From an optimization exercise on the open Yosys and OpenROAD flow, aimed at small area; shortcuts taken in it are not production practice. No functional check of the RTL was part of any run shown here.

===== design/flow/config.mk =====
export PLATFORM = sky130hd
export DESIGN_NAME = Fine_Time_Synch
export DESIGN_NICKNAME = Fine_Time_Synch
export VERILOG_FILES = /design/flow/design.v
export SDC_FILE = /design/flow/constraint.sdc
export NUM_CORES = 4
export LEC_CHECK = 0
export CAP_MARGIN = 20
export CORE_MARGIN = 2
export CORE_UTILIZATION = 40
export SLEW_MARGIN = 20
export SYNTH_HIERARCHICAL = 1
export SYNTH_MINIMUM_KEEP_SIZE = 0

===== design/flow/constraint.sdc =====
create_clock -name core_clock -period 10.0 [get_ports {clk}]
set_input_delay 2.0000 -clock core_clock [delete_from_list [all_inputs] [get_ports {clk}]]
set_output_delay 2.0000 -clock core_clock [all_outputs]
set_load 0.01 [all_outputs]

===== design/flow/design.v =====
`timescale 1ns / 1ps
module Signed_Mult_tap(
   input 	 	[1:0] rxin,		 
	input			[1:0] preamble,	 
	output 	 	[1:0] mult_out_Re, mult_out_Im   
    );
wire cmp1_Re = (rxin[0] == preamble[0]);
wire cmp2_Re = (rxin[1] == preamble[1]);
assign mult_out_Re[0] =  (cmp1_Re == cmp2_Re);
assign mult_out_Re[1] = ~(cmp1_Re |  cmp2_Re);
wire cmp1_Im = (rxin[1] == preamble[0]);
wire cmp2_Im = (rxin[0] == preamble[1]);
assign mult_out_Im[0] = ~(  cmp1_Im == cmp2_Im);
assign mult_out_Im[1] =  ((~cmp1_Im) & cmp2_Im);
endmodule
`timescale 1ns / 1ps
module Delay_reg #(parameter WIDTH = 32)(
	input 	clk,
	input 	ena,
	input 	  [WIDTH - 1:0] dat_in,
	output reg [WIDTH - 1:0] dat_out
    );
always @(posedge clk) begin
	if (ena) 	dat_out <= dat_in;
end
endmodule
`timescale 1ns / 1ps
module Appr_Mag #(parameter WIDTH = 7)(
	input 						clk, rst, ena,
	input 	[WIDTH-1:0] 	mag_in,
	output reg [WIDTH-1:0]	mag,
	output reg					val
    );
always @(posedge clk) begin
	if (rst) val <= 1'b0;
	else     val <= ena;
	if (ena) mag <= mag_in;
end
endmodule
module Signed_Correlator(
	input 	clk,
	input 	ena,
	input 	mask,
	input 	[1:0] CR_in,	 
	output  [6:0] CR_out_Re, CR_out_Im,
	output  [6:0] CR_mag	 
   );
localparam [127:0] SYNCH_KNOWN_COEFF = 128'h25e10b5fe7dea25873fac37d4a4960a8;
wire [62:0] sr_re, sr_im;
Delay_reg #(.WIDTH(63)) SR_Re(.clk(clk), .ena(ena), .dat_in({CR_in[0], sr_re[62:1]}), .dat_out(sr_re));
Delay_reg #(.WIDTH(63)) SR_Im(.clk(clk), .ena(ena), .dat_in({CR_in[1], sr_im[62:1]}), .dat_out(sr_im));
wire e1 = ~sr_re[0] & ~mask;
wire e2 = ~sr_im[0] | mask;
wire [6:0] U, V;
wire s1;
wire c2;
wire s3;
wire c4;
wire s5;
wire c6;
wire s7;
wire c8;
wire s9;
wire c10;
wire s11;
wire c12;
wire s13;
wire c14;
wire s15;
wire c16;
wire s17;
wire c18;
wire s19;
wire c20;
wire s21;
wire c22;
wire s23;
wire c24;
wire s25;
wire c26;
wire s27;
wire c28;
wire s29;
wire c30;
wire s31;
wire c32;
wire s33;
wire c34;
wire s35;
wire c36;
wire s37;
wire c38;
wire s39;
wire c40;
wire s41;
wire c42;
wire s43;
wire c44;
wire s45;
wire c46;
wire s47;
wire c48;
wire s49;
wire c50;
wire s51;
wire c52;
wire s53;
wire c54;
wire s55;
wire c56;
wire s57;
wire c58;
wire s59;
wire c60;
wire s61;
wire c62;
wire s63;
wire c64;
wire s65;
wire c66;
wire s67;
wire c68;
wire s69;
wire c70;
wire s71;
wire c72;
wire s73;
wire c74;
wire s75;
wire c76;
wire s77;
wire c78;
wire s79;
wire c80;
wire s81;
wire c82;
wire s83;
wire c84;
wire s85;
wire c86;
wire s87;
wire c88;
wire s89;
wire c90;
wire s91;
wire c92;
wire s93;
wire c94;
wire s95;
wire c96;
wire s97;
wire c98;
wire s99;
wire c100;
wire s101;
wire c102;
wire s103;
wire c104;
wire s105;
wire c106;
wire s107;
wire c108;
wire s109;
wire c110;
wire s111;
wire c112;
wire s113;
wire c114;
wire s115;
wire c116;
wire s117;
wire c118;
wire s119;
wire c120;
wire s121;
wire c122;
wire s123;
wire c124;
wire s125;
wire c126;
wire s127;
wire c128;
wire s129;
wire c130;
wire s131;
wire c132;
wire s133;
wire c134;
wire s135;
wire c136;
wire s137;
wire c138;
wire s139;
wire c140;
wire s141;
wire c142;
wire s143;
wire c144;
wire s145;
wire c146;
wire s147;
wire c148;
wire s149;
wire c150;
wire s151;
wire c152;
wire s153;
wire c154;
wire s155;
wire c156;
wire s157;
wire c158;
wire s159;
wire c160;
wire s161;
wire c162;
wire s163;
wire c164;
wire s165;
wire c166;
wire s167;
wire c168;
wire s169;
wire c170;
wire s171;
wire c172;
wire s173;
wire c174;
wire s175;
wire c176;
wire s177;
wire c178;
wire s179;
wire c180;
wire s181;
wire c182;
wire s183;
wire c184;
wire s185;
wire c186;
wire s187;
wire c188;
wire s189;
wire c190;
wire s191;
wire c192;
wire s193;
wire c194;
wire s195;
wire c196;
wire s197;
wire c198;
wire s199;
wire c200;
wire s201;
wire c202;
wire s203;
wire c204;
wire s205;
wire c206;
wire s207;
wire c208;
wire s209;
wire c210;
wire s211;
wire c212;
wire s213;
wire c214;
wire s215;
wire c216;
wire s217;
wire c218;
wire s219;
wire c220;
wire s221;
wire c222;
wire s223;
wire c224;
wire s225;
wire c226;
wire s227;
wire c228;
wire s229;
wire c230;
wire s231;
wire c232;
wire s233;
wire c234;
wire s235;
wire c236;
wire s237;
wire c238;
wire s239;
wire c240;
wire s241;
wire c242;
wire s243;
wire c244;
wire s245;
wire c246;
wire s247;
wire c248;
wire s249;
wire c250;
wire s251;
wire c252;
wire s253;
wire c254;
wire s255;
wire c256;
wire s257;
wire c258;
wire s259;
wire c260;
wire s261;
wire c262;
wire s263;
wire c264;
wire s265;
wire c266;
wire s267;
wire c268;
wire s269;
wire c270;
wire s271;
wire c272;
wire s273;
wire c274;
wire s275;
wire c276;
wire s277;
wire c278;
wire s279;
wire c280;
Corr_FA fa1 (.a(sr_im[1]), .b(sr_im[2]), .c(sr_im[3]), .s(s1), .co(c2));
Corr_FA fa3 (.a(sr_im[6]), .b(sr_im[9]), .c(sr_im[12]), .s(s3), .co(c4));
Corr_FA fa5 (.a(sr_im[13]), .b(sr_re[17]), .c(sr_re[18]), .s(s5), .co(c6));
Corr_FA fa7 (.a(sr_re[20]), .b(sr_re[23]), .c(sr_im[24]), .s(s7), .co(c8));
Corr_FA fa9 (.a(sr_im[25]), .b(sr_re[26]), .c(sr_re[27]), .s(s9), .co(c10));
Corr_FA fa11 (.a(sr_re[28]), .b(sr_re[30]), .c(sr_im[33]), .s(s11), .co(c12));
Corr_FA fa13 (.a(sr_im[36]), .b(sr_im[38]), .c(sr_im[39]), .s(s13), .co(c14));
Corr_FA fa15 (.a(sr_im[40]), .b(sr_re[41]), .c(sr_re[43]), .s(s15), .co(c16));
Corr_FA fa17 (.a(sr_re[44]), .b(sr_im[46]), .c(sr_re[47]), .s(s17), .co(c18));
Corr_FA fa19 (.a(sr_re[48]), .b(sr_re[49]), .c(sr_re[52]), .s(s19), .co(c20));
Corr_FA fa21 (.a(sr_im[53]), .b(sr_im[58]), .c(sr_re[59]), .s(s21), .co(c22));
Corr_FA fa23 (.a(sr_re[4]), .b(sr_re[5]), .c(sr_im[7]), .s(s23), .co(c24));
Corr_FA fa25 (.a(sr_im[8]), .b(sr_re[10]), .c(sr_im[11]), .s(s25), .co(c26));
Corr_FA fa27 (.a(sr_re[14]), .b(sr_im[15]), .c(sr_im[16]), .s(s27), .co(c28));
Corr_FA fa29 (.a(sr_im[19]), .b(sr_re[21]), .c(sr_re[22]), .s(s29), .co(c30));
Corr_FA fa31 (.a(sr_re[29]), .b(sr_im[31]), .c(sr_re[32]), .s(s31), .co(c32));
Corr_FA fa33 (.a(sr_im[34]), .b(sr_im[35]), .c(sr_re[37]), .s(s33), .co(c34));
Corr_FA fa35 (.a(sr_im[42]), .b(sr_im[45]), .c(sr_im[50]), .s(s35), .co(c36));
Corr_FA fa37 (.a(sr_im[51]), .b(sr_re[54]), .c(sr_re[55]), .s(s37), .co(c38));
Corr_FA fa39 (.a(sr_im[56]), .b(sr_re[57]), .c(sr_im[60]), .s(s39), .co(c40));
Corr_FA fa41 (.a(sr_im[62]), .b(e1), .c(s1), .s(s41), .co(c42));
Corr_FA fa43 (.a(s3), .b(s5), .c(s7), .s(s43), .co(c44));
Corr_FA fa45 (.a(s9), .b(s11), .c(s13), .s(s45), .co(c46));
Corr_FA fa47 (.a(s15), .b(s17), .c(s19), .s(s47), .co(c48));
Corr_FA fa49 (.a(sr_im[61]), .b(s23), .c(s25), .s(s49), .co(c50));
Corr_FA fa51 (.a(s27), .b(s29), .c(s31), .s(s51), .co(c52));
Corr_FA fa53 (.a(s33), .b(s35), .c(s37), .s(s53), .co(c54));
Corr_FA fa55 (.a(s21), .b(s41), .c(s43), .s(s55), .co(c56));
Corr_FA fa57 (.a(s39), .b(s49), .c(s51), .s(s57), .co(c58));
Corr_FA fa59 (.a(s45), .b(s47), .c(s55), .s(s59), .co(c60));
Corr_FA fa61 (.a(s53), .b(CR_in[0]), .c(s57), .s(s61), .co(c62));
Corr_HA ha63 (.a(s59), .b(~s61), .s(s63), .co(c64));
Corr_FA fa65 (.a(c2), .b(c4), .c(c6), .s(s65), .co(c66));
Corr_FA fa67 (.a(c8), .b(c10), .c(c12), .s(s67), .co(c68));
Corr_FA fa69 (.a(c14), .b(c16), .c(c18), .s(s69), .co(c70));
Corr_FA fa71 (.a(c24), .b(c26), .c(c28), .s(s71), .co(c72));
Corr_FA fa73 (.a(c30), .b(c32), .c(c34), .s(s73), .co(c74));
Corr_FA fa75 (.a(c36), .b(c38), .c(c40), .s(s75), .co(c76));
Corr_FA fa77 (.a(c20), .b(c22), .c(c42), .s(s77), .co(c78));
Corr_FA fa79 (.a(c44), .b(c46), .c(c48), .s(s79), .co(c80));
Corr_FA fa81 (.a(s65), .b(s67), .c(s69), .s(s81), .co(c82));
Corr_FA fa83 (.a(c50), .b(c52), .c(c54), .s(s83), .co(c84));
Corr_FA fa85 (.a(s71), .b(s73), .c(s75), .s(s85), .co(c86));
Corr_FA fa87 (.a(c56), .b(s77), .c(s79), .s(s87), .co(c88));
Corr_FA fa89 (.a(c58), .b(s83), .c(s85), .s(s89), .co(c90));
Corr_FA fa91 (.a(s81), .b(c60), .c(s87), .s(s91), .co(c92));
Corr_FA fa93 (.a(c64), .b(s91), .c(~c62), .s(s93), .co(c94));
Corr_HA ha95 (.a(~s89), .b(s93), .s(s95), .co(c96));
Corr_FA fa97 (.a(c66), .b(c68), .c(c70), .s(s97), .co(c98));
Corr_FA fa99 (.a(c72), .b(c74), .c(c76), .s(s99), .co(c100));
Corr_FA fa101 (.a(c78), .b(c80), .c(c82), .s(s101), .co(c102));
Corr_FA fa103 (.a(c84), .b(c86), .c(s99), .s(s103), .co(c104));
Corr_FA fa105 (.a(s97), .b(c88), .c(s101), .s(s105), .co(c106));
Corr_FA fa107 (.a(c92), .b(s105), .c(c94), .s(s107), .co(c108));
Corr_FA fa109 (.a(c96), .b(s107), .c(~c90), .s(s109), .co(c110));
Corr_HA ha111 (.a(~s103), .b(s109), .s(s111), .co(c112));
Corr_FA fa113 (.a(c98), .b(c102), .c(c106), .s(s113), .co(c114));
Corr_FA fa115 (.a(s113), .b(c108), .c(c110), .s(s115), .co(c116));
Corr_FA fa117 (.a(c112), .b(s115), .c(~c100), .s(s117), .co(c118));
Corr_HA ha119 (.a(~c104), .b(s117), .s(s119), .co(c120));
Corr_FA fa121 (.a(c114), .b(c116), .c(c118), .s(s121), .co(c122));
Corr_HA ha123 (.a(c120), .b(s121), .s(s123), .co(c124));
Corr_HA ha125 (.a(c122), .b(c124), .s(s125), .co(c126));
Corr_FA fa127 (.a(sr_re[7]), .b(sr_re[8]), .c(sr_re[11]), .s(s127), .co(c128));
Corr_FA fa129 (.a(sr_re[15]), .b(sr_re[16]), .c(sr_im[17]), .s(s129), .co(c130));
Corr_FA fa131 (.a(sr_im[18]), .b(sr_re[19]), .c(sr_im[20]), .s(s131), .co(c132));
Corr_FA fa133 (.a(sr_im[23]), .b(sr_im[26]), .c(sr_im[27]), .s(s133), .co(c134));
Corr_FA fa135 (.a(sr_im[28]), .b(sr_im[30]), .c(sr_re[31]), .s(s135), .co(c136));
Corr_FA fa137 (.a(sr_re[34]), .b(sr_re[35]), .c(sr_im[41]), .s(s137), .co(c138));
Corr_FA fa139 (.a(sr_re[42]), .b(sr_im[43]), .c(sr_im[44]), .s(s139), .co(c140));
Corr_FA fa141 (.a(sr_re[45]), .b(sr_im[47]), .c(sr_im[48]), .s(s141), .co(c142));
Corr_FA fa143 (.a(sr_im[49]), .b(sr_re[50]), .c(sr_re[51]), .s(s143), .co(c144));
Corr_FA fa145 (.a(sr_im[52]), .b(sr_re[56]), .c(sr_im[59]), .s(s145), .co(c146));
Corr_FA fa147 (.a(sr_re[1]), .b(sr_re[2]), .c(sr_re[3]), .s(s147), .co(c148));
Corr_FA fa149 (.a(sr_im[4]), .b(sr_im[5]), .c(sr_re[6]), .s(s149), .co(c150));
Corr_FA fa151 (.a(sr_re[9]), .b(sr_im[10]), .c(sr_re[12]), .s(s151), .co(c152));
Corr_FA fa153 (.a(sr_re[13]), .b(sr_im[14]), .c(sr_im[21]), .s(s153), .co(c154));
Corr_FA fa155 (.a(sr_im[22]), .b(sr_re[24]), .c(sr_re[25]), .s(s155), .co(c156));
Corr_FA fa157 (.a(sr_im[29]), .b(sr_im[32]), .c(sr_re[33]), .s(s157), .co(c158));
Corr_FA fa159 (.a(sr_re[36]), .b(sr_im[37]), .c(sr_re[38]), .s(s159), .co(c160));
Corr_FA fa161 (.a(sr_re[39]), .b(sr_re[40]), .c(sr_re[46]), .s(s161), .co(c162));
Corr_FA fa163 (.a(sr_re[53]), .b(sr_im[54]), .c(sr_im[55]), .s(s163), .co(c164));
Corr_FA fa165 (.a(sr_im[57]), .b(sr_re[58]), .c(sr_re[62]), .s(s165), .co(c166));
Corr_FA fa167 (.a(sr_re[60]), .b(sr_re[61]), .c(e2), .s(s167), .co(c168));
Corr_FA fa169 (.a(s127), .b(s129), .c(s131), .s(s169), .co(c170));
Corr_FA fa171 (.a(s133), .b(s135), .c(s137), .s(s171), .co(c172));
Corr_FA fa173 (.a(s139), .b(s141), .c(s143), .s(s173), .co(c174));
Corr_FA fa175 (.a(s147), .b(s149), .c(s151), .s(s175), .co(c176));
Corr_FA fa177 (.a(s153), .b(s155), .c(s157), .s(s177), .co(c178));
Corr_FA fa179 (.a(s159), .b(s161), .c(s163), .s(s179), .co(c180));
Corr_FA fa181 (.a(s145), .b(s167), .c(s169), .s(s181), .co(c182));
Corr_FA fa183 (.a(s165), .b(s175), .c(s177), .s(s183), .co(c184));
Corr_FA fa185 (.a(s171), .b(s173), .c(s181), .s(s185), .co(c186));
Corr_FA fa187 (.a(s179), .b(CR_in[1]), .c(s183), .s(s187), .co(c188));
Corr_HA ha189 (.a(s185), .b(~s187), .s(s189), .co(c190));
Corr_FA fa191 (.a(c128), .b(c130), .c(c132), .s(s191), .co(c192));
Corr_FA fa193 (.a(c134), .b(c136), .c(c138), .s(s193), .co(c194));
Corr_FA fa195 (.a(c140), .b(c142), .c(c144), .s(s195), .co(c196));
Corr_FA fa197 (.a(c148), .b(c150), .c(c152), .s(s197), .co(c198));
Corr_FA fa199 (.a(c154), .b(c156), .c(c158), .s(s199), .co(c200));
Corr_FA fa201 (.a(c160), .b(c162), .c(c164), .s(s201), .co(c202));
Corr_FA fa203 (.a(c146), .b(c168), .c(c170), .s(s203), .co(c204));
Corr_FA fa205 (.a(c172), .b(c174), .c(s191), .s(s205), .co(c206));
Corr_FA fa207 (.a(c166), .b(c176), .c(c178), .s(s207), .co(c208));
Corr_FA fa209 (.a(c180), .b(s197), .c(s199), .s(s209), .co(c210));
Corr_FA fa211 (.a(s193), .b(s195), .c(c182), .s(s211), .co(c212));
Corr_FA fa213 (.a(s201), .b(c184), .c(s207), .s(s213), .co(c214));
Corr_FA fa215 (.a(s203), .b(s205), .c(c186), .s(s215), .co(c216));
Corr_FA fa217 (.a(s209), .b(c188), .c(s213), .s(s217), .co(c218));
Corr_FA fa219 (.a(s211), .b(c190), .c(s215), .s(s219), .co(c220));
Corr_HA ha221 (.a(~s217), .b(s219), .s(s221), .co(c222));
Corr_FA fa223 (.a(c192), .b(c194), .c(c196), .s(s223), .co(c224));
Corr_FA fa225 (.a(c198), .b(c200), .c(c202), .s(s225), .co(c226));
Corr_FA fa227 (.a(c204), .b(c206), .c(s223), .s(s227), .co(c228));
Corr_FA fa229 (.a(c208), .b(c210), .c(s225), .s(s229), .co(c230));
Corr_FA fa231 (.a(c212), .b(s227), .c(c216), .s(s231), .co(c232));
Corr_FA fa233 (.a(c214), .b(s229), .c(c218), .s(s233), .co(c234));
Corr_FA fa235 (.a(c220), .b(s231), .c(c222), .s(s235), .co(c236));
Corr_HA ha237 (.a(~s233), .b(s235), .s(s237), .co(c238));
Corr_FA fa239 (.a(c224), .b(c228), .c(c232), .s(s239), .co(c240));
Corr_FA fa241 (.a(c226), .b(c230), .c(c234), .s(s241), .co(c242));
Corr_FA fa243 (.a(s239), .b(c236), .c(c238), .s(s243), .co(c244));
Corr_HA ha245 (.a(~s241), .b(s243), .s(s245), .co(c246));
Corr_FA fa247 (.a(c240), .b(c244), .c(c246), .s(s247), .co(c248));
Corr_HA ha249 (.a(~c242), .b(s247), .s(s249), .co(c250));
Corr_HA ha251 (.a(c248), .b(c250), .s(s251), .co(c252));
Corr_HA ha253 (.a(s63), .b(s189), .s(s253), .co(c254));
Corr_FA fa255 (.a(s95), .b(s221), .c(c254), .s(s255), .co(c256));
Corr_FA fa257 (.a(s111), .b(s237), .c(c256), .s(s257), .co(c258));
Corr_FA fa259 (.a(s119), .b(s245), .c(c258), .s(s259), .co(c260));
Corr_FA fa261 (.a(s123), .b(s249), .c(c260), .s(s261), .co(c262));
Corr_FA fa263 (.a(s125), .b(s251), .c(c262), .s(s263), .co(c264));
Corr_FA fa265 (.a(c126), .b(c252), .c(c264), .s(s265), .co(c266));
Corr_FA fa267 (.a(~s189), .b(s63), .c(mask), .s(s267), .co(c268));
Corr_FA fa269 (.a(~s221), .b(s95), .c(c268), .s(s269), .co(c270));
Corr_FA fa271 (.a(~s237), .b(s111), .c(c270), .s(s271), .co(c272));
Corr_FA fa273 (.a(~s245), .b(s119), .c(c272), .s(s273), .co(c274));
Corr_FA fa275 (.a(~s249), .b(s123), .c(c274), .s(s275), .co(c276));
Corr_FA fa277 (.a(~s251), .b(s125), .c(c276), .s(s277), .co(c278));
Corr_FA fa279 (.a(~c252), .b(c126), .c(c278), .s(s279), .co(c280));
assign U = {c126, s125, s123, s119, s111, s95, s63};
assign V = {c252, s251, s249, s245, s237, s221, s189};
assign CR_out_Re = {~s265, s263, s261, s259, s257, s255, s253};
assign CR_out_Im = {~s279, ~s277, ~s275, ~s273, ~s271, ~s269, ~s267};
wire v_hi = V[6] | (V[5] & (|V[4:0]));                  
wire v_lo = ~V[6] & (~V[5] | (mask & ~(|V[4:0])));      
wire u_hi = U[6] | (U[5] & (mask | (|U[4:0])));         
wire u_lo = ~U[6] & ~U[5];                              
wire re_max = (v_hi & u_hi) | (v_lo & u_lo);
wire [6:0] mx = re_max ? CR_out_Re : CR_out_Im;
wire [6:0] mn = re_max ? CR_out_Im : CR_out_Re;
wire [5:0] mx_r = mx[5:0] ^ {6{mx[6]}};
wire [5:0] mn_r = mn[5:0] ^ {6{mn[6]}};
wire [6:0] mn_abs = mn_r + mn[6];
assign CR_mag = mx_r + mn_abs[6:1] + mx[6];
endmodule
module Corr_FA(input a, b, c, output s, co);
assign s  = a ^ b ^ c;
assign co = (a & b) | (c & (a ^ b));
endmodule
module Corr_HA(input a, b, output s, co);
assign s  = a ^ b;
assign co = a & b;
endmodule
`timescale 1ns / 1ps
module Fine_Time_Synch(
   input clk, rst,
	input 				cyc_i, 
	input					stb_i,
	output 				ack_o,
	output reg [31:0]	dat_out,
	output reg			cyc_o, stb_o, 
	output				we_o,
	input					ack_i,
	input [31:0] 		dat_in,
	input 				dat_in_val,
	output reg			time_syn_run,	
	output 				out_halt
	);
reg	time_syn_done;	
wire 	fine_Time_ena = dat_in_val & time_syn_run;
reg 	cyc_i_pp;
always @(posedge clk)begin 
	if(rst) cyc_i_pp <= 1'b0;
	else    cyc_i_pp <= cyc_i;
end
wire cyc_rise = cyc_i & (~cyc_i_pp);
always @(posedge clk)begin 
	if(rst) 									time_syn_run <= 1'b0;
	else if (cyc_rise) 					time_syn_run <= 1'b1;
	else if (time_syn_done) 			time_syn_run <= 1'b0;
end
reg [6:0] CR_peak_dec_cnt;  
always @(posedge clk)begin 
	if(rst) 										CR_peak_dec_cnt <= 7'd0;
	else if (cyc_rise) 						CR_peak_dec_cnt <= 7'd0;
	else if (fine_Time_ena) 				CR_peak_dec_cnt <= CR_peak_dec_cnt + 1'b1;
end
wire cnt_63  = (CR_peak_dec_cnt == 7'd63);
wire cnt_127 = (CR_peak_dec_cnt == 7'd127);
reg CR_seen;
always @(posedge clk)begin 
	if(rst) 										CR_seen <= 1'b0;
	else if (cnt_63 | (cyc_rise & (fine_Time_ena | (|CR_peak_dec_cnt)))) CR_seen <= 1'b1;
end
wire [1:0]	CR_in  = {dat_in[31], dat_in[15]};
wire [6:0] 	CR_out_Re, CR_out_Im, CR_mag_c;
Signed_Correlator Signed_Correlator_ins(
	.clk(clk),
	.ena(fine_Time_ena),
	.mask(~CR_seen),
	.CR_in(CR_in),
	.CR_out_Re(CR_out_Re), 
	.CR_out_Im(CR_out_Im),
	.CR_mag(CR_mag_c)
   );
wire [6:0] CR_out_mag;
wire       CR_out_mag_val;
Appr_Mag #(.WIDTH(7)) CR_out_mag_ins(
	.clk(clk),  .rst(rst), .ena(fine_Time_ena),
	.mag_in(CR_mag_c),
	.mag(CR_out_mag),		
	.val(CR_out_mag_val)	 
    );
reg CR_peak_dec_ena;
always @(posedge clk)begin 
	if(rst) 							CR_peak_dec_ena <= 1'b0;
	else if (cnt_63) 				CR_peak_dec_ena <= 1'b1;
	else if (cnt_127)				CR_peak_dec_ena <= 1'b0;
end
reg [6:0] CR_max;
wire 		 CR_cmp = (CR_max < CR_out_mag);
wire		 CR_new = CR_peak_dec_ena & CR_cmp;
always @(posedge clk)begin 
	if(rst)							CR_max	<= 7'd0;
	else if (cyc_rise) 			CR_max	<= 7'd0;
	else if (CR_new) 				CR_max	<= CR_out_mag;
end
reg       syn_run;
reg [4:0] syn_cnt;
always @(posedge clk)begin 
	if(rst)												syn_run	<= 1'b0;
	else if (cnt_63 | CR_new) 						syn_run	<= 1'b1;
	else if (CR_out_mag_val & syn_run) 			syn_run	<= ~(&syn_cnt);
	else if (~cyc_i) 									syn_run	<= 1'b0;
end
always @(posedge clk)begin 
	if (cnt_63 | CR_new) 							syn_cnt	<= 5'd0;
	else if (CR_out_mag_val) 						syn_cnt	<= syn_cnt + 1'b1;
end
wire syn_dec = syn_run & (syn_cnt == 5'b11110);
always @(posedge clk)begin 
	if(rst) 										time_syn_done <= 1'b0;
	else if (cyc_rise)						time_syn_done <= 1'b0;
	else if (syn_dec) 						time_syn_done <= 1'b1;
	else if (~cyc_i & (~dat_in_val) ) 	time_syn_done <= 1'b0;
end
always @(posedge clk)begin 
	if ((~out_halt) & time_syn_done)	dat_out <= dat_in;
end
always @(posedge clk)begin 
	if(rst) 	begin
			cyc_o	  <= 1'b0;
			stb_o	  <= 1'b0;
			end
	else if ((~out_halt) & time_syn_done) begin
			cyc_o	  <= 1'b1;
			stb_o	  <= dat_in_val;
			end
	else if (~cyc_i & (~dat_in_val)) 	begin			
			cyc_o	  <= 1'b0;
			stb_o	  <= 1'b0;
			end
end
assign  out_halt 	= stb_o & (~ack_i);
assign  ack_o 		= (cyc_i & stb_i & (~out_halt));
assign  we_o 		= stb_o;
endmodule

===== design/flow/run.sh =====
#!/bin/bash
# synth_recipe.tcl (not shown) runs the flow's synth.tcl, then flattens the netlist and writes it again
# the make line also repeats each setting of config.mk as NAME=value (left out here)
make -C /OpenROAD-flow-scripts/flow DESIGN_CONFIG=/design/flow/config.mk WORK_HOME=/design/flow/orfs CLKGATE_MAP_FILE= SYNTH_SCRIPT=/design/flow/synth_recipe.tcl finish

==> flow_summary.toml, run 1 <==
[finish]
post-route-util = 0.4811
diodes = 0
design_area_um2 = 11740
layout.nets = 894
area_growth_pct = 17.84
drive_gt1_frac = 0.07465

[global_routing]
grt_start_max_net_pins = 77
grt_pass1_vias = 5481
antenna_found_initial = 0
grt_overflow = 0
grt_usage = 0.1516
grt_pass1_wl_um = 29970

[detailed_routing]
ant_nets = 0
vias = 5102
firstDrtPassIters = 4
initialDrtViolationCount = 483
wl_per_cell_um = 18.15
wirelength_um = 18770
drc = 0
routed_via_density = 4.934

[yosys]
yosysWarnings = 9
synth.avg_cell_area_um2 = 16.43
syn-num-nets = 802
syn-cell-area_um2 = 9958
synthCells = 606

[timing]
rsz0062_at_grt = "no"
hold_viol_final = 0
slew_violations = 0
slew_headroom = 0.3727
fmax_mhz = 104.2
fin_ws_ns = 0.4032
finClkSkew_ns = 0.01530
finalCriticalPeriod_ns = 9.597
fin_tns_setup_ns = 0
worst_pin_slew_ns = 0.9410
finalSetupViolCount = 0
final.period_utilization = 0.9597

[clock_tree]
cts_tree = "yes"
cts_inserted_buffers = 17
path_clk_slew_ns = 0.08
clkLatencyLatePin_ns = 0.44
htree_levels = 4
cts.sinks = 193
cts_root_buf = "clkbuf_16"
clk_path_buf_depth = 2
cts_setup_buffers = 0

[placement]
placed_area_um2 = 11110
pre_cts_slack_ns = 0.006596
gp_congestion = 0.8341
hpwl_um = 14450
port_buffers = 75

[floorplan]
ios = 76
core-area_um2 = 24390
fp.dieW_um = 161.8
fp-row-count = 57
start_util = 0.4083
chipHeight_um = 161.8
dieArea_um2 = 26170

[worst_setup_path]
worstSetupPathType = "register to register"
cp.arrival_ns = 9.78
cp.required_ns = 10.18
worst-path-max-fanout = 9
endpoint_kind = "register"
start_kind = "register"

[flow_run]
cap_violations = 0

[min_path]
hold_class = "register to register"

[status]
status = "timing/DRC/antenna clean"
## registers in the layout (all words and copies together) (netlist names), 5 cells and up
register,flops
CR_max,7
Signed_Correlator_ins.SR_Im.dat_out,63
Signed_Correlator_ins.SR_Re.dat_out,63
CR_out_mag_ins.mag,7
syn_cnt,5
CR_peak_dec_cnt,7
dat_out,32
## through the flow
stage                     std cells  hold WS (ns)
final                          1034        0.4666
after global routing           1034        0.4894
after CTS                      1034        0.4657
after detailed placement       1003        0.4543
after global placement         1003        0.4434
after floorplan                 606        0.4351
## layer usage
metal / up-vias / global-route usage / part of all wire
met5: - / 0 / 0
met4: 0 / 0.04143 / 0.014
met3: 23 / 0.03498 / 0.047
met2: 125 / 0.2391 / 0.47
met1: 2644 / 0.2133 / 0.46
li1: 2310 / - / -
## cell usage in the layout, fill, tap and decap left out, drive strengths merged, types with 13 or more instances in the layout
cell	n
o21ai	13
clkbuf	17
nor2	20
xnor2	15
mux2i	15
inv	49
dfxtp	28
a21oi	13
fa	128
ha	30
edfxtp	165
nand2	47
clkdlybuf4s50	75
## layout make-up
| type | count | area [um^2] |
|---|---|---|
| inverter | 43 | 163.9 |
| sequential | 193 | 5515 |
| tap | 324 | 405.4 |
| timing repair buffer | 81 | 795.8 |
| multi-input combinational | 362 | 4235 |
| fill | 2053 | 12660 |
| clock inverter | 14 | 193.9 |
| clock buffer | 17 | 425.4 |
## critical path, cell delays in order (launching register included)
cell,delay [ns]
edfxtp_1,0.44
fa_1,0.54
fa_1,0.56
fa_1,0.42
fa_1,0.56
fa_1,0.43
fa_1,0.41
fa_1,0.46
fa_1,0.42
fa_1,0.47
fa_1,0.41
fa_1,0.45
ha_1,0.35
fa_1,0.47
fa_1,0.39
fa_1,0.49
buf_4,0.20
or3_1,0.36
nand2_1,0.13
nand3_1,0.09
o21ai_0,0.11
a32oi_1,0.09
ha_1,0.32
inv_1,0.12
o21bai_1,0.11
a21oi_2,0.22
o2111ai_1,0.15
o2111a_1,0.16
## final timing paths
path                                                              start               endpoint  slack [ns]  cells past startpoint
worst max-delay path            Signed_Correlator_ins.SR_Re.dat_out[20]  CR_out_mag_ins.mag[5]        0.40                     27
worst max register to register  Signed_Correlator_ins.SR_Re.dat_out[20]  CR_out_mag_ins.mag[5]        0.40                     27
worst min-delay path                                          CR_max[0]              CR_max[0]        0.47                      2
worst min register to register                                CR_max[0]              CR_max[0]        0.47                      2
## repair_timing
item | CTS | global route
endpoints found under the hold margin | 0 | 0
setup endpoints to repair | 0 | 2
resized for setup | 0 | 3
hold buffers | 0 | 0
==> run 2: changes to the inputs <==
--- a/design/flow/design.v
+++ b/design/flow/design.v
@@ -27,8 +27,11 @@
 `timescale 1ns / 1ps
-module Appr_Mag #(parameter WIDTH = 7)(
+module Appr_Mag #(parameter WIDTH = 6)(
 	input 						clk, rst, ena,
-	input 	[WIDTH-1:0] 	mag_in,
-	output reg [WIDTH-1:0]	mag,
+	input 	[WIDTH-1:0] 	a_in, b_in,
+	input							half_in,
+	output	[WIDTH:0]		mag,
 	output reg					val
     );
+reg [WIDTH-1:0] a_abs, b_abs;
+reg             half;
 always @(posedge clk) begin
@@ -36,4 +39,23 @@
 	else     val <= ena;
-	if (ena) mag <= mag_in;
+	if (ena) begin
+		a_abs <= a_in;
+		b_abs <= b_in;
+		half  <= half_in;
+	end
 end
+wire [WIDTH:0] s;
+wire [WIDTH:0] sc;
+assign sc[0] = 1'b0;
+wire [WIDTH-1:0] m = (a_abs < b_abs) ? b_abs : a_abs;
+wire [WIDTH:0] mc;
+assign mc[0] = half;
+genvar i;
+generate
+	for (i = 0; i < WIDTH; i = i + 1) begin: add
+		Corr_FA fs (.a(a_abs[i]), .b(b_abs[i]), .c(sc[i]), .s(s[i]), .co(sc[i+1]));
+		Corr_FA fm (.a(m[i]), .b(s[i+1]), .c(mc[i]), .s(mag[i]), .co(mc[i+1]));
+	end
+endgenerate
+assign s[WIDTH] = sc[WIDTH];
+assign mag[WIDTH] = mc[WIDTH];
 endmodule
@@ -44,4 +66,3 @@
 	input 	[1:0] CR_in,	 
-	output  [6:0] CR_out_Re, CR_out_Im,
-	output  [6:0] CR_mag	 
+	output  [5:0] CR_A, CR_B
    );
@@ -52,3 +73,3 @@
 wire e1 = ~sr_re[0] & ~mask;
-wire e2 = ~sr_im[0] | mask;
+wire e2 = ~sr_im[0] & ~mask;
 wire [6:0] U, V;
@@ -306,30 +327,2 @@
 wire c252;
-wire s253;
-wire c254;
-wire s255;
-wire c256;
-wire s257;
-wire c258;
-wire s259;
-wire c260;
-wire s261;
-wire c262;
-wire s263;
-wire c264;
-wire s265;
-wire c266;
-wire s267;
-wire c268;
-wire s269;
-wire c270;
-wire s271;
-wire c272;
-wire s273;
-wire c274;
-wire s275;
-wire c276;
-wire s277;
-wire c278;
-wire s279;
-wire c280;
 Corr_FA fa1 (.a(sr_im[1]), .b(sr_im[2]), .c(sr_im[3]), .s(s1), .co(c2));
@@ -460,31 +453,20 @@
 Corr_HA ha251 (.a(c248), .b(c250), .s(s251), .co(c252));
-Corr_HA ha253 (.a(s63), .b(s189), .s(s253), .co(c254));
-Corr_FA fa255 (.a(s95), .b(s221), .c(c254), .s(s255), .co(c256));
-Corr_FA fa257 (.a(s111), .b(s237), .c(c256), .s(s257), .co(c258));
-Corr_FA fa259 (.a(s119), .b(s245), .c(c258), .s(s259), .co(c260));
-Corr_FA fa261 (.a(s123), .b(s249), .c(c260), .s(s261), .co(c262));
-Corr_FA fa263 (.a(s125), .b(s251), .c(c262), .s(s263), .co(c264));
-Corr_FA fa265 (.a(c126), .b(c252), .c(c264), .s(s265), .co(c266));
-Corr_FA fa267 (.a(~s189), .b(s63), .c(mask), .s(s267), .co(c268));
-Corr_FA fa269 (.a(~s221), .b(s95), .c(c268), .s(s269), .co(c270));
-Corr_FA fa271 (.a(~s237), .b(s111), .c(c270), .s(s271), .co(c272));
-Corr_FA fa273 (.a(~s245), .b(s119), .c(c272), .s(s273), .co(c274));
-Corr_FA fa275 (.a(~s249), .b(s123), .c(c274), .s(s275), .co(c276));
-Corr_FA fa277 (.a(~s251), .b(s125), .c(c276), .s(s277), .co(c278));
-Corr_FA fa279 (.a(~c252), .b(c126), .c(c278), .s(s279), .co(c280));
 assign U = {c126, s125, s123, s119, s111, s95, s63};
 assign V = {c252, s251, s249, s245, s237, s221, s189};
-assign CR_out_Re = {~s265, s263, s261, s259, s257, s255, s253};
-assign CR_out_Im = {~s279, ~s277, ~s275, ~s273, ~s271, ~s269, ~s267};
-wire v_hi = V[6] | (V[5] & (|V[4:0]));                  
-wire v_lo = ~V[6] & (~V[5] | (mask & ~(|V[4:0])));      
-wire u_hi = U[6] | (U[5] & (mask | (|U[4:0])));         
-wire u_lo = ~U[6] & ~U[5];                              
-wire re_max = (v_hi & u_hi) | (v_lo & u_lo);
-wire [6:0] mx = re_max ? CR_out_Re : CR_out_Im;
-wire [6:0] mn = re_max ? CR_out_Im : CR_out_Re;
-wire [5:0] mx_r = mx[5:0] ^ {6{mx[6]}};
-wire [5:0] mn_r = mn[5:0] ^ {6{mn[6]}};
-wire [6:0] mn_abs = mn_r + mn[6];
-assign CR_mag = mx_r + mn_abs[6:1] + mx[6];
+wire sa = ~U[6] & ~U[5];
+wire sb = ~V[6] & ~V[5];
+wire [5:0] oa = {U[6], U[4:0] ^ {5{sa}}};
+wire [5:0] ob = {V[6], V[4:0] ^ {5{sb}}};
+wire [5:0] ca, cb;
+Corr_HA haA0 (.a(oa[0]), .b(sa & ~mask), .s(CR_A[0]), .co(ca[1]));
+Corr_HA haB0 (.a(ob[0]), .b(sb & ~mask), .s(CR_B[0]), .co(cb[1]));
+genvar i;
+generate
+	for (i = 1; i < 5; i = i + 1) begin: inc
+		Corr_HA haA (.a(oa[i]), .b(ca[i]), .s(CR_A[i]), .co(ca[i+1]));
+		Corr_HA haB (.a(ob[i]), .b(cb[i]), .s(CR_B[i]), .co(cb[i+1]));
+	end
+endgenerate
+assign CR_A[5] = oa[5] | ca[5];
+assign CR_B[5] = ob[5] | cb[5];
 endmodule
@@ -540,3 +522,4 @@
 wire [1:0]	CR_in  = {dat_in[31], dat_in[15]};
-wire [6:0] 	CR_out_Re, CR_out_Im, CR_mag_c;
+wire [5:0] 	CR_A, CR_B;
+wire			CR_mask = ~(CR_seen | cnt_63);
 Signed_Correlator Signed_Correlator_ins(
@@ -544,7 +527,6 @@
 	.ena(fine_Time_ena),
-	.mask(~CR_seen),
+	.mask(CR_mask),
 	.CR_in(CR_in),
-	.CR_out_Re(CR_out_Re), 
-	.CR_out_Im(CR_out_Im),
-	.CR_mag(CR_mag_c)
+	.CR_A(CR_A),
+	.CR_B(CR_B)
    );
@@ -552,5 +534,5 @@
 wire       CR_out_mag_val;
-Appr_Mag #(.WIDTH(7)) CR_out_mag_ins(
+Appr_Mag #(.WIDTH(6)) CR_out_mag_ins(
 	.clk(clk),  .rst(rst), .ena(fine_Time_ena),
-	.mag_in(CR_mag_c),
+	.a_in(CR_A), .b_in(CR_B), .half_in(CR_mask),
 	.mag(CR_out_mag),		
==> run 2 against run 1 <==
Area after synthesis fell by 2.4%. Setup slack improved by 1.2 ns. Sequential cell count rose by 6. Core utilization fell by 0.46 points. Still clean on timing, DRC and antenna. Non-clock buffer count fell by 4. Synthesized cell count fell by 12%. Sequential share of layout area rose by 2.6 points.
==> flow_summary.toml, run 2 <==
[status]
status = "timing/DRC/antenna clean"

[detailed_routing]
drc = 0
routed_via_density = 4.696
initialDrtViolationCount = 287
wl_per_cell_um = 18.35
vias = 4503
firstDrtPassIters = 4
ant_nets = 0
wirelength_um = 17600

[floorplan]
core-area_um2 = 24110
ios = 76
chipHeight_um = 159.9
fp-row-count = 57
dieArea_um2 = 25560
fp.dieW_um = 159.9
start_util = 0.4032

[timing]
slew_violations = 0
worst_pin_slew_ns = 1.063
finalCriticalPeriod_ns = 8.367
rsz0062_at_grt = "no"
hold_viol_final = 0
fin_tns_setup_ns = 0
whs_ns = 0.4681
final.period_utilization = 0.8367
finClkSkew_ns = 0.01098
fmax_mhz = 119.5
finalSetupViolCount = 0
slew_headroom = 0.2910

[yosys]
yosysMostFrequentCell = "edfxtp_1"
synthCells = 532
synth_area_leader_cell = "edfxtp_1"
synth.avg_cell_area_um2 = 18.27
synth_top_cell_area_share = 0.5283
syn-num-nets = 734
yosysSeqAreaShare = 0.5860
syn-cell-area_um2 = 9719
synth_edf_count = 171
synth_seq_cells = 199
synth_ff_type = "edfxtp_1"
yosysWarnings = 9
synth_common_cells = "edfxtp_1, fa_1, ha_1"
ys_top_cells_by_area = "edfxtp_1, fa_1, dfxtp_1, ha_1, xor2_1"
async_flop_share = 0
yosysUniqueCellTypes = 39

[min_path]
hold_class = "register to register"
holdPathStages = 2

[finish]
reg.largest.list = "Signed_Correlator_ins.SR_Im.dat_out: 63 flops, Signed_Correlator_ins.SR_Re.dat_out: 63 flops, dat_out: 32 flops"
layout.nets = 824
final_cell_mix = "edfxtp_1, fa_1, clkdlybuf4s50_1"
drive_gt1_frac = 0.08031
area_growth_pct = 18.18
post-route-util = 0.4765
finalNonFillerCells = 959
mostFrequentLayoutCell = "edfxtp_1"
design_area_um2 = 11490
diodes = 0

[worst_setup_path]
cp.required_ns = 10.18
endpoint_kind = "register"
worst-path-max-fanout = 8
critPathMostFrequentCell = "fa_1"
r2r_cells = 25
worstSetupPathType = "register to register"
crit_path_max_incr_delay_ns = 0.57
slowest_stage = "fa_1"
start_kind = "register"
cp.arrival_ns = 8.54

[clock_tree]
clk_path_buf_depth = 2
cts_tree = "yes"
cts_hold_buf = 0
cts.sinks = 199
cts_inserted_buffers = 17
cts_root_buf = "clkbuf_16"
htree_levels = 4
cts_resized = 0
cts_setup_buffers = 0
path_clk_slew_ns = 0.07
clkLatencyLatePin_ns = 0.43

[flow_run]
cap_violations = 0

[global_routing]
grt_start_max_net_pins = 88
grt_usage = 0.1475
antenna_found_initial = 1
grt_pass1_wl_um = 28290
grt_pass1_vias = 5035
grt_overflow = 0

[placement]
gp_congestion = 0.8561
dp_cells = 927
hpwl_um = 13480
port_buffers = 75
placed_area_um2 = 10850
-- run 2: worst paths after layout --
| kind | start | to | slack, ns |
|---|---|---|---|
| hold reg to reg | CR_max[5] | CR_max[5] | 0.47 |
| hold / removal | CR_max[5] | CR_max[5] | 0.47 |
| setup / recovery | CR_peak_dec_cnt[0] | CR_out_mag_ins.a_abs[5] | 1.63 |
| setup reg to reg | CR_peak_dec_cnt[0] | CR_out_mag_ins.a_abs[5] | 1.63 |
-- run 2: per-module statistics from Yosys, one instance, submodules excluded, a selection --
module,flip-flops and latches,cell area (um^2),cells inside,times used
Signed_Correlator,0,185.2,30,1
Corr_FA,0,20.02,1,126
Corr_HA,0,12.51,1,22
Fine_Time_Synch,59,2326,188,1
-- run 2: worst max-delay path, delay by kind of cell (launching register included) --
family / cells / cell delay, ns
XOR/XNOR: 1 / 0.10
adder cells (fa/ha/maj): 18 / 6.23
flip-flops: 1 / 0.39
AND/OR/NAND/NOR: 6 / 1.44
-- run 2: layer usage --
metal	wire length [um]	track usage
met5	0	0
met2	8925	0.2503
met1	7953	0.1972
met4	149	0.03440
met3	570	0.03065
-- run 2: metrics by stage --
step / setup slack (ns)
3_3_place_gp: 1.853
5_1_grt: 1.179
2_1_floorplan: 2.126
4_1_cts: 1.598
6_report: 1.633
3_5_place_dp: 1.604
-- run 2: logic make-up (layout without fill, tap and decap cells) --
family	count (synthesis)	in the layout	share of synthesized area
and+or+nand+nor	74	74	0.03939
buffers and inverters	37	140	0.01686
xor gates and xnor gates	18	18	0.01622
other	1	1	0.0003858
DFF	199	199	0.5860
AOI/OAI and AO/OA	25	25	0.01751
adders and majority gates	164	164	0.3084
muxes	14	14	0.01519
-- run 2: cell type report --
| cell class | count | area (um^2) |
|---|---|---|
| Fill cell | 2095 | 12620 |
| Sequential cell | 199 | 5695 |
| Multi-Input combinational cell | 296 | 3860 |
| Timing Repair Buffer | 77 | 765.7 |
| Clock buffer | 17 | 425.4 |
| Tap cell | 324 | 405.4 |
| Clock inverter | 15 | 215.2 |
| Inverter | 31 | 118.9 |
==> run 3: changes to the inputs <==
--- a/design/flow/config.mk
+++ b/design/flow/config.mk
@@ -10,2 +10,3 @@
 export CORE_UTILIZATION = 40
+export CTS_BUF_LIST = sky130_fd_sc_hd__clkbuf_4 sky130_fd_sc_hd__clkbuf_8
 export SLEW_MARGIN = 20
==> run 3 against run 2 <==
Cell count is the same. Clock skew grew 0.0055 ns. Wire length shrank 0.41%. Largest cell class unchanged. Setup slack lost 0.0061 ns. Via count grew 0.89%.
==> flow_summary.toml, run 3 <==
[timing]
fin_tns_setup_ns = 0
fmax_mhz = 119.4
slew_violations = 0
rsz0062_at_grt = "no"
finalCriticalPeriod_ns = 8.373
final.period_utilization = 0.8373
finalSetupViolCount = 0
hold_viol_final = 0
slew_headroom = 0.2963
worst_pin_slew_ns = 1.056
finClkSkew_ns = 0.01651

[worst_setup_path]
endpoint_kind = "register"
worst-path-max-fanout = 8
worstSetupPathType = "register to register"
r2r_cells = 25
r2r-start = "CR_peak_dec_cnt[0]"
r2r_slack_ns = 1.63
cp.arrival_ns = 8.59
cp.required_ns = 10.22
reg2reg_to = "CR_out_mag_ins.a_abs[5]"
start_kind = "register"

[detailed_routing]
routed_via_density = 4.737
drc = 0
wl_per_cell_um = 18.28
ant_nets = 0
vias = 4543
wirelength_um = 17530
initialDrtViolationCount = 233
firstDrtPassIters = 4

[yosys]
yosysSeqAreaShare = 0.5860
synth.avg_cell_area_um2 = 18.27
syn-cell-area_um2 = 9719
yosysUniqueCellTypes = 39
synth_area_leader_cell = "edfxtp_1"
synth_edf_count = 171
yosysMostFrequentCell = "edfxtp_1"
yosysWarnings = 9
synthCells = 532
synth_common_cells = "edfxtp_1, fa_1, ha_1"
synth_top_cell_area_share = 0.5283
syn-num-nets = 734
synth_ff_type = "edfxtp_1"
synth_seq_cells = 199
async_flop_share = 0
ys_top_cells_by_area = "edfxtp_1, fa_1, dfxtp_1, ha_1, xor2_1"

[finish]
finalNonFillerCells = 959
diodes = 0
reg.largest.list = "Signed_Correlator_ins.SR_Im.dat_out: 63 flops, Signed_Correlator_ins.SR_Re.dat_out: 63 flops, dat_out: 32 flops"
mostFrequentLayoutCell = "edfxtp_1"
fillers = 2110
post-route-util = 0.4685
area_growth_pct = 16.21
multiInputGateArea_um2 = 3860
drive_gt1_frac = 0.08031
layout.nets = 824
final_cell_mix = "edfxtp_1, fa_1, clkdlybuf4s50_1"
regArea_um2 = 5695

[global_routing]
grt_overflow = 0
grt_pass1_wl_um = 28230
grt_pass1_vias = 5008
antenna_found_initial = 1
grt_start_max_net_pins = 88
grt_usage = 0.1472

[placement]
port_buffers = 75
dp_cells = 927
gp_congestion = 0.8561
hpwl_um = 13480

[clock_tree]
cts_root_buf = "clkbuf_8"
clk_path_buf_depth = 2
cts.sinks = 199
clkLatencyLatePin_ns = 0.47
path_clk_slew_ns = 0.10
cts_inserted_buffers = 17
cts_setup_buffers = 0
cts_hold_buf = 0
cts_resized = 0
cts_tree = "yes"
htree_levels = 4

[floorplan]
start_util = 0.4032
chipHeight_um = 159.9
fp-row-count = 57
dieArea_um2 = 25560
core-area_um2 = 24110
ios = 76
fp.dieW_um = 159.9

[flow_run]
cap_violations = 0

[min_path]
holdPathStages = 2
hold_class = "register to register"
worst_hold_path.endpoint = "CR_max[5]"
worstHoldStart = "CR_max[5]"

[status]
status = "timing/DRC/antenna clean"
==> run 3: per-layer routing <==
metal,wire [um],global-route usage,vias up
li1,-,-,2038
met1,7859,0.1968,2416
met2,8962,0.2509,81
met3,570,0.03065,8
met4,134,0.03194,0
met5,0,0,-
==> run 3: cell type report <==
class / count / area share
flip-flops and latches: 199 / 0.5043
multi-input cells: 296 / 0.3418
repair buffers: 77 / 0.06780
well taps: 324 / 0.03589
clock buffers: 17 / 0.02072
clock inverters: 15 / 0.01905
inverters: 31 / 0.01052
==> run 3: cells by family after synthesis <==
logic type	share of synthesized area
adder cells (fa/ha/maj)	0.3084
XOR/XNOR	0.01622
flip-flops	0.5860
AND/OR/NAND/NOR	0.03939
multiplexers	0.01519
AO/OA/AOI/OAI	0.01751
other	0.0003858
buffers and inverters	0.01686
==> run 3: critical path, stage by stage, from the launching register on <==
cell and delay, ns:
dfxtp_1 0.40, ha_1 0.21, nand3_1 0.20, nor3_4 0.37, nor2_1 0.20, nor2_1 0.19, fa_1 0.46, fa_1 0.44
fa_1 0.57, fa_1 0.45, fa_1 0.43, fa_1 0.47, fa_1 0.43, fa_1 0.47, fa_1 0.43, fa_1 0.44
ha_1 0.20, ha_1 0.33, nor2_4 0.21, xor2_1 0.10, ha_1 0.20, ha_1 0.18, ha_1 0.18, ha_1 0.18
ha_1 0.17, or2_2 0.27
==> run 3: stage by stage <==
stage / setup WS (ns) / hold slack [ns] / cell area, um^2
finish: 1.627 / 0.4726 / 11290
global route: 1.177 / 0.4917 / 11290
CTS: 1.596 / 0.4736 / 11290
floorplan: 2.126 / 0.4351 / 9719
detailed placement: 1.604 / 0.4542 / 10850
global placement: 1.853 / 0.4451 / 10850
==> run 3: worst max path at each step <==
stage | cells past startpoint | to | start
6_report | 25 | CR_out_mag_ins.a_abs[5] | CR_peak_dec_cnt[0]
5_1_grt | 25 | CR_out_mag_ins.a_abs[5] | CR_peak_dec_cnt[0]
4_1_cts | 25 | CR_out_mag_ins.a_abs[5] | CR_peak_dec_cnt[0]
3_5_place_dp | 25 | CR_out_mag_ins.a_abs[5] | CR_peak_dec_cnt[0]
3_3_place_gp | 25 | CR_out_mag_ins.a_abs[5] | CR_peak_dec_cnt[0]
2_1_floorplan | 25 | CR_out_mag_ins.a_abs[5] | CR_peak_dec_cnt[0]
==> run 3: Yosys stat by module (local to each module, per instance), excerpt <==
module             cell area [um^2]  cells  copies in the design
Fine_Time_Synch                2326    188                     1
Signed_Correlator             185.2     30                     1
Corr_FA                       20.02      1                   126
Corr_HA                       12.51      1                    22
==> run 4: changes to the inputs <==
--- a/design/flow/config.mk
+++ b/design/flow/config.mk
@@ -7,3 +7,3 @@
 export LEC_CHECK = 0
-export CAP_MARGIN = 20
+export CAP_MARGIN = 0
 export CORE_MARGIN = 2
@@ -11,3 +11,3 @@
 export CTS_BUF_LIST = sky130_fd_sc_hd__clkbuf_4 sky130_fd_sc_hd__clkbuf_8
-export SLEW_MARGIN = 20
+export SLEW_MARGIN = 0
 export SYNTH_HIERARCHICAL = 1
==> run 4 against run 3 <==
Synthesized cell count stayed put. First-iteration DRC count stayed put. Area after synthesis stayed put. Maximum frequency stayed put. Hold slack stayed put. Non-clock buffer count stayed put. Core utilization stayed put. Largest cell class unchanged.
==> flow_summary.toml, run 4 <==
[finish]
area_growth_pct = 16.21
layout.nets = 824
reg.largest.list = "Signed_Correlator_ins.SR_Im.dat_out: 63 flops, Signed_Correlator_ins.SR_Re.dat_out: 63 flops, dat_out: 32 flops"
finalNonFillerCells = 959
diodes = 0
mostFrequentLayoutCell = "edfxtp_1"
design_area_um2 = 11290
drive_gt1_frac = 0.08031
final_cell_mix = "edfxtp_1, fa_1, clkdlybuf4s50_1"
post-route-util = 0.4685

[placement]
gp_congestion = 0.8561
hpwl_um = 13480
port_buffers = 75
dp_cells = 927
placed_area_um2 = 10850

[worst_setup_path]
r2r_cells = 25
cp.required_ns = 10.22
worst-path-max-fanout = 8
worstSetupPathType = "register to register"
endpoint_kind = "register"
cp.arrival_ns = 8.59
start_kind = "register"

[global_routing]
antenna_found_initial = 1
grt_start_max_net_pins = 88
grt.met3_usage = 0.03065
top_usage_layer = "met2"
grt_usage = 0.1472
grt_pass1_wl_um = 28230
grt_pass1_vias = 5008
grt_overflow = 0
grt.met2_usage = 0.2509
grt_use_met1 = 0.1968

[yosys]
synth_common_cells = "edfxtp_1, fa_1, ha_1"
synth_top_cell_area_share = 0.5283
synth_area_leader_cell = "edfxtp_1"
synthCells = 532
yosysMostFrequentCell = "edfxtp_1"
syn-cell-area_um2 = 9719
syn-num-nets = 734
synth_seq_cells = 199
async_flop_share = 0
synth_edf_count = 171
synth.avg_cell_area_um2 = 18.27
yosysUniqueCellTypes = 39
yosysSeqAreaShare = 0.5860
yosysWarnings = 9
ys_top_cells_by_area = "edfxtp_1, fa_1, dfxtp_1, ha_1, xor2_1"
synth_ff_type = "edfxtp_1"

[detailed_routing]
routed_via_density = 4.737
drc = 0
wirelength_um = 17530
wl_per_cell_um = 18.28
ant_nets = 0
vias = 4543
firstDrtPassIters = 4
initialDrtViolationCount = 233

[timing]
finClkSkew_ns = 0.01651
finalSetupViolCount = 0
fmax_mhz = 119.4
worst_pin_slew_ns = 1.056
fin_tns_setup_ns = 0
finalCriticalPeriod_ns = 8.373
slew_violations = 0
slew_headroom = 0.2963
rsz0062_at_grt = "no"
hold_viol_final = 0
final.period_utilization = 0.8373

[min_path]
hold_class = "register to register"
holdPathStages = 2

[floorplan]
dieArea_um2 = 25560
ios = 76
fp-row-count = 57
fp.dieW_um = 159.9
start_util = 0.4032
core-area_um2 = 24110
chipHeight_um = 159.9

[clock_tree]
cts_hold_buf = 0
cts.sinks = 199
clkLatencyLatePin_ns = 0.47
htree_levels = 4
cts_resized = 0
cts_inserted_buffers = 17
clk_path_buf_depth = 2
path_clk_slew_ns = 0.10
cts_tree = "yes"
cts_setup_buffers = 0
cts_root_buf = "clkbuf_8"

[status]
status = "timing/DRC/antenna clean"

[flow_run]
cap_violations = 0
-- run 4: cell counts after synthesis --
No cell type changed its count.
-- run 4: worst paths after layout --
kind	start	endpoint	slack, ns
max	CR_peak_dec_cnt[0]	CR_out_mag_ins.a_abs[5]	1.63
min	CR_max[5]	CR_max[5]	0.47
max reg2reg	CR_peak_dec_cnt[0]	CR_out_mag_ins.a_abs[5]	1.63
min reg2reg	CR_max[5]	CR_max[5]	0.47
-- run 4: layer usage --
metal | vias to the layer above | part of all wire
met5 | - | 0
met2 | 81 | 0.51
li1 | 2038 | -
met3 | 8 | 0.033
met4 | 0 | 0.0076
met1 | 2416 | 0.45
-- run 4: logic make-up (layout without fill, tap and decap cells) --
family                   Yosys count  in the layout  share of synthesized area
adder cells (fa/ha/maj)          164            164                     0.3084
XOR/XNOR                          18             18                    0.01622
multiplexers                      14             14                    0.01519
buffers and inverters             37            140                    0.01686
AO/OA/AOI/OAI                     25             25                    0.01751
other                              1              1                  0.0003858
flip-flops                       199            199                     0.5860
AND/OR/NAND/NOR                   74             74                    0.03939
-- run 4: metrics by stage --
stage / hold slack [ns] / worst slack (ns)
final: 0.4726 / 1.627
after global routing: 0.4917 / 1.177
after CTS: 0.4736 / 1.596
after detailed placement: 0.4542 / 1.604
after global placement: 0.4451 / 1.853
after floorplan: 0.4351 / 2.126
-- run 4: cell type report --
cell class,instances,area (um^2)
clock buffer,17,234.0
tap,324,405.4
fill,2110,12810
multi-input combinational,296,3860
sequential,199,5695
timing repair buffer,77,765.7
clock inverter,15,215.2
inverter,31,118.9
-- run 4: Yosys stat by module, one instance, submodules excluded, a selection --
module             area (um^2)  times used
Fine_Time_Synch           2326           1
Corr_FA                  20.02         126
Signed_Correlator        185.2           1
Corr_HA                  12.51          22
-- run 4: worst max-delay path, cell delays in order, from the launching register on --
cell and delay, ns:
dfxtp_1 0.40, ha_1 0.21, nand3_1 0.20, nor3_4 0.37, nor2_1 0.20, nor2_1 0.19
fa_1 0.46, fa_1 0.44, fa_1 0.57, fa_1 0.45, fa_1 0.43, fa_1 0.47
fa_1 0.43, fa_1 0.47, fa_1 0.43, fa_1 0.44, ha_1 0.20, ha_1 0.33
nor2_4 0.21, xor2_1 0.10, ha_1 0.20, ha_1 0.18, ha_1 0.18, ha_1 0.18
ha_1 0.17, or2_2 0.27
==> run 5: changes to the inputs <==
--- a/design/flow/config.mk
+++ b/design/flow/config.mk
@@ -10,3 +10,5 @@
 export CORE_UTILIZATION = 40
-export CTS_BUF_LIST = sky130_fd_sc_hd__clkbuf_4 sky130_fd_sc_hd__clkbuf_8
+export CTS_BUF_LIST = sky130_fd_sc_hd__clkbuf_8
+export CTS_CLUSTER_DIAMETER = 120
+export CTS_CLUSTER_SIZE = 40
 export SLEW_MARGIN = 0
==> run 5 against run 4 <==
Global-route usage unchanged. Cell area unchanged. Sequential cell count unchanged. Core utilization unchanged. Clock skew unchanged. Maximum frequency unchanged. First-iteration DRC count unchanged. Critical path type unchanged. Critical endpoint unchanged. Highest routed layer unchanged.
==> flow_summary.toml, run 5 <==
[status]
status = "timing/DRC/antenna clean"

[global_routing]
grt_usage = 0.1472
grt_overflow = 0
grt_pass1_wl_um = 28230
grt_start_max_net_pins = 88
antenna_found_initial = 1
grt_pass1_vias = 5008

[timing]
finalSetupViolCount = 0
slew_headroom = 0.2963
fmax_mhz = 119.4
worst_pin_slew_ns = 1.056
fin_tns_setup_ns = 0
finalCriticalPeriod_ns = 8.373
rsz0062_at_grt = "no"
finClkSkew_ns = 0.01651
slew_violations = 0
hold_viol_final = 0
final.period_utilization = 0.8373

[worst_setup_path]
crit_path_max_incr_delay_ns = 0.57
start_kind = "register"
worstSetupPathType = "register to register"
endpoint_kind = "register"
cp.arrival_ns = 8.59
r2r-start = "CR_peak_dec_cnt[0]"
slowest_stage = "fa_1"
crit_start = "CR_peak_dec_cnt[0]"
cp.required_ns = 10.22
worst-path-max-fanout = 8
critPathMostFrequentCell = "fa_1"

[clock_tree]
htree_levels = 4
cts_inserted_buffers = 17
clk_path_buf_depth = 2
cts_hold_buf = 0
path_clk_slew_ns = 0.10
cts_setup_buffers = 0
cts_root_buf = "clkbuf_8"
cts_tree = "yes"
cts_resized = 0
clkLatencyLatePin_ns = 0.47
cts.sinks = 199

[yosys]
yosys.area_share.simple = 0.03939
yosysWarnings = 9
synth_common_cells = "edfxtp_1, fa_1, ha_1"
synth_seq_cells = 199
synth.avg_cell_area_um2 = 18.27
synth_compound_area_frac = 0.01751
synth_edf_count = 171
synth_top_family_by_area = "adder cells"
synth-adder-area-share = 0.3084
muxShareOfSynthArea = 0.01519
synth_area_leader_cell = "edfxtp_1"
synth_xor_xnor_area_share = 0.01622
yosysSeqAreaShare = 0.5860
async_flop_share = 0
yosysUniqueCellTypes = 39
ys_top_cells_by_area = "edfxtp_1, fa_1, dfxtp_1, ha_1, xor2_1"
synthCells = 532
syn-num-nets = 734
synth_ff_type = "edfxtp_1"
syn-cell-area_um2 = 9719
synth_top_cell_area_share = 0.5283
yosysMostFrequentCell = "edfxtp_1"

[placement]
dp_cells = 927
hpwl_um = 13480
port_buffers = 75
gp_congestion = 0.8561

[detailed_routing]
initialDrtViolationCount = 233
ant_nets = 0
wl_per_cell_um = 18.28
firstDrtPassIters = 4
routed_via_density = 4.737
wirelength_um = 17530
drc = 0
vias = 4543

[floorplan]
dieArea_um2 = 25560
core-area_um2 = 24110
start_util = 0.4032
chipHeight_um = 159.9
fp.dieW_um = 159.9
fp-row-count = 57
ios = 76

[finish]
finalNonFillerCells = 959
fillers = 2110
mostFrequentLayoutCell = "edfxtp_1"
area_growth_pct = 16.21
reg.largest.list = "Signed_Correlator_ins.SR_Im.dat_out: 63 flops, Signed_Correlator_ins.SR_Re.dat_out: 63 flops, dat_out: 32 flops"
layout.nets = 824
final_cell_mix = "edfxtp_1, fa_1, clkdlybuf4s50_1"
diodes = 0
drive_gt1_frac = 0.08031

[flow_run]
cap_violations = 0

[min_path]
worstHoldStart = "CR_max[5]"
hold_class = "register to register"
==> run 5: cell counts after synthesis <==
Identical to the previous run, type by type.
==> run 5: logic make-up (layout without fill, tap and decap cells) <==
logic type | count (synthesis) | count (layout)
AO/OA/AOI/OAI | 25 | 25
multiplexers | 14 | 14
adder cells (fa/ha/maj) | 164 | 164
flip-flops | 199 | 199
other | 1 | 1
AND/OR/NAND/NOR | 74 | 74
buffers and inverters | 37 | 140
XOR/XNOR | 18 | 18
==> run 5: critical path, delay by kind of cell, from the launching register on <==
family,cells,cell delay [ns]
AND/OR/NAND/NOR,6,1.44
flip-flops,1,0.40
adder cells (fa/ha/maj),18,6.24
XOR/XNOR,1,0.10
==> run 5: per-module statistics from Yosys (local to each module, per instance), excerpt <==
module / copies in the design / cells / cell area [um^2]
Corr_HA: 22 / 1 / 12.51
Fine_Time_Synch: 1 / 188 / 2326
Corr_FA: 126 / 1 / 20.02
Signed_Correlator: 1 / 30 / 185.2
==> run 5: worst paths after layout <==
check                                               end  slack [ns]  cells past startpoint
worst max-delay path            CR_out_mag_ins.a_abs[5]        1.63                     25
worst max register to register  CR_out_mag_ins.a_abs[5]        1.63                     25
worst min-delay path                          CR_max[5]        0.47                      2
worst min register to register                CR_max[5]        0.47                      2
==> run 5: area by class of cell <==
class	count	area, um^2	area share
Clock inverter	15	215.2	0.01905
Timing Repair Buffer	77	765.7	0.06780
Clock buffer	17	234.0	0.02072
Inverter	31	118.9	0.01052
Tap cell	324	405.4	0.03589
Sequential cell	199	5695	0.5043
Multi-Input combinational cell	296	3860	0.3418
==> run 5: stage by stage <==
stage / hold slack (ns) / cell area, um^2 / worst slack (ns) / utilization
2_1_floorplan: 0.4351 / 9719 / 2.126 / -
3_3_place_gp: 0.4451 / 10850 / 1.853 / 0.4499
3_5_place_dp: 0.4542 / 10850 / 1.604 / 0.4499
4_1_cts: 0.4736 / 11290 / 1.596 / 0.4685
5_1_grt: 0.4917 / 11290 / 1.177 / 0.4685
6_report: 0.4726 / 11290 / 1.627 / 0.4685
==> run 5: routing by layer <==
layer,GRT usage,share of wire,vias to the layer above
met5,0,0,-
met4,0.03194,0.0076,0
met3,0.03065,0.033,8
met2,0.2509,0.51,81
met1,0.1968,0.45,2416
li1,-,-,2038

port drivers added, routing unchanged:
The flow's constraints put no driver on any port. The routed layouts listed below were extracted and timed again, unchanged, in two steps. Step 1 (the two cells are an assumption about what drives the block):
set clk [get_ports {clk}]
set_driving_cell -lib_cell sky130_fd_sc_hd__clkbuf_16 $clk
set_driving_cell -lib_cell sky130_fd_sc_hd__buf_2 [delete_from_list [all_inputs] $clk]
Step 2, shift: input delay + t, output delay - t, t = (earliest + latest rising clock arrival at the registers) / 2. This alone moves slack from input paths to output paths. Slacks: ideal ports / drivers / drivers and shift; pairs: ideal ports / drivers.
| run | t (ns) | setup WS [ns] | hold slack, ns | worst setup path at the end | slew at the worst register clock pin (ns) |
|---|---|---|---|---|---|
| run 1 | 0.476 | 0.403 / 0.403 / 0.070 | 0.467 / 0.467 / 0.467 | input to register | 0.08 / 0.08 |
| run 2 | 0.474 | 1.633 / 1.633 / 1.633 | 0.468 / 0.468 / 0.468 | register to register | 0.08 / 0.08 |
| run 3 | 0.498 | 1.627 / 1.627 / 1.627 | 0.473 / 0.473 / 0.473 | register to register | 0.11 / 0.11 |
| run 4 | 0.498 | 1.627 / 1.627 / 1.627 | 0.473 / 0.473 / 0.473 | register to register | 0.11 / 0.11 |
| run 5 | 0.498 | 1.627 / 1.627 / 1.627 | 0.473 / 0.473 / 0.473 | register to register | 0.11 / 0.11 |
After both steps setup and hold are still met in every run listed. The setup slack of run 1, which loses most, moves by 0.000 ns with the drivers and by -0.333 ns with both steps.
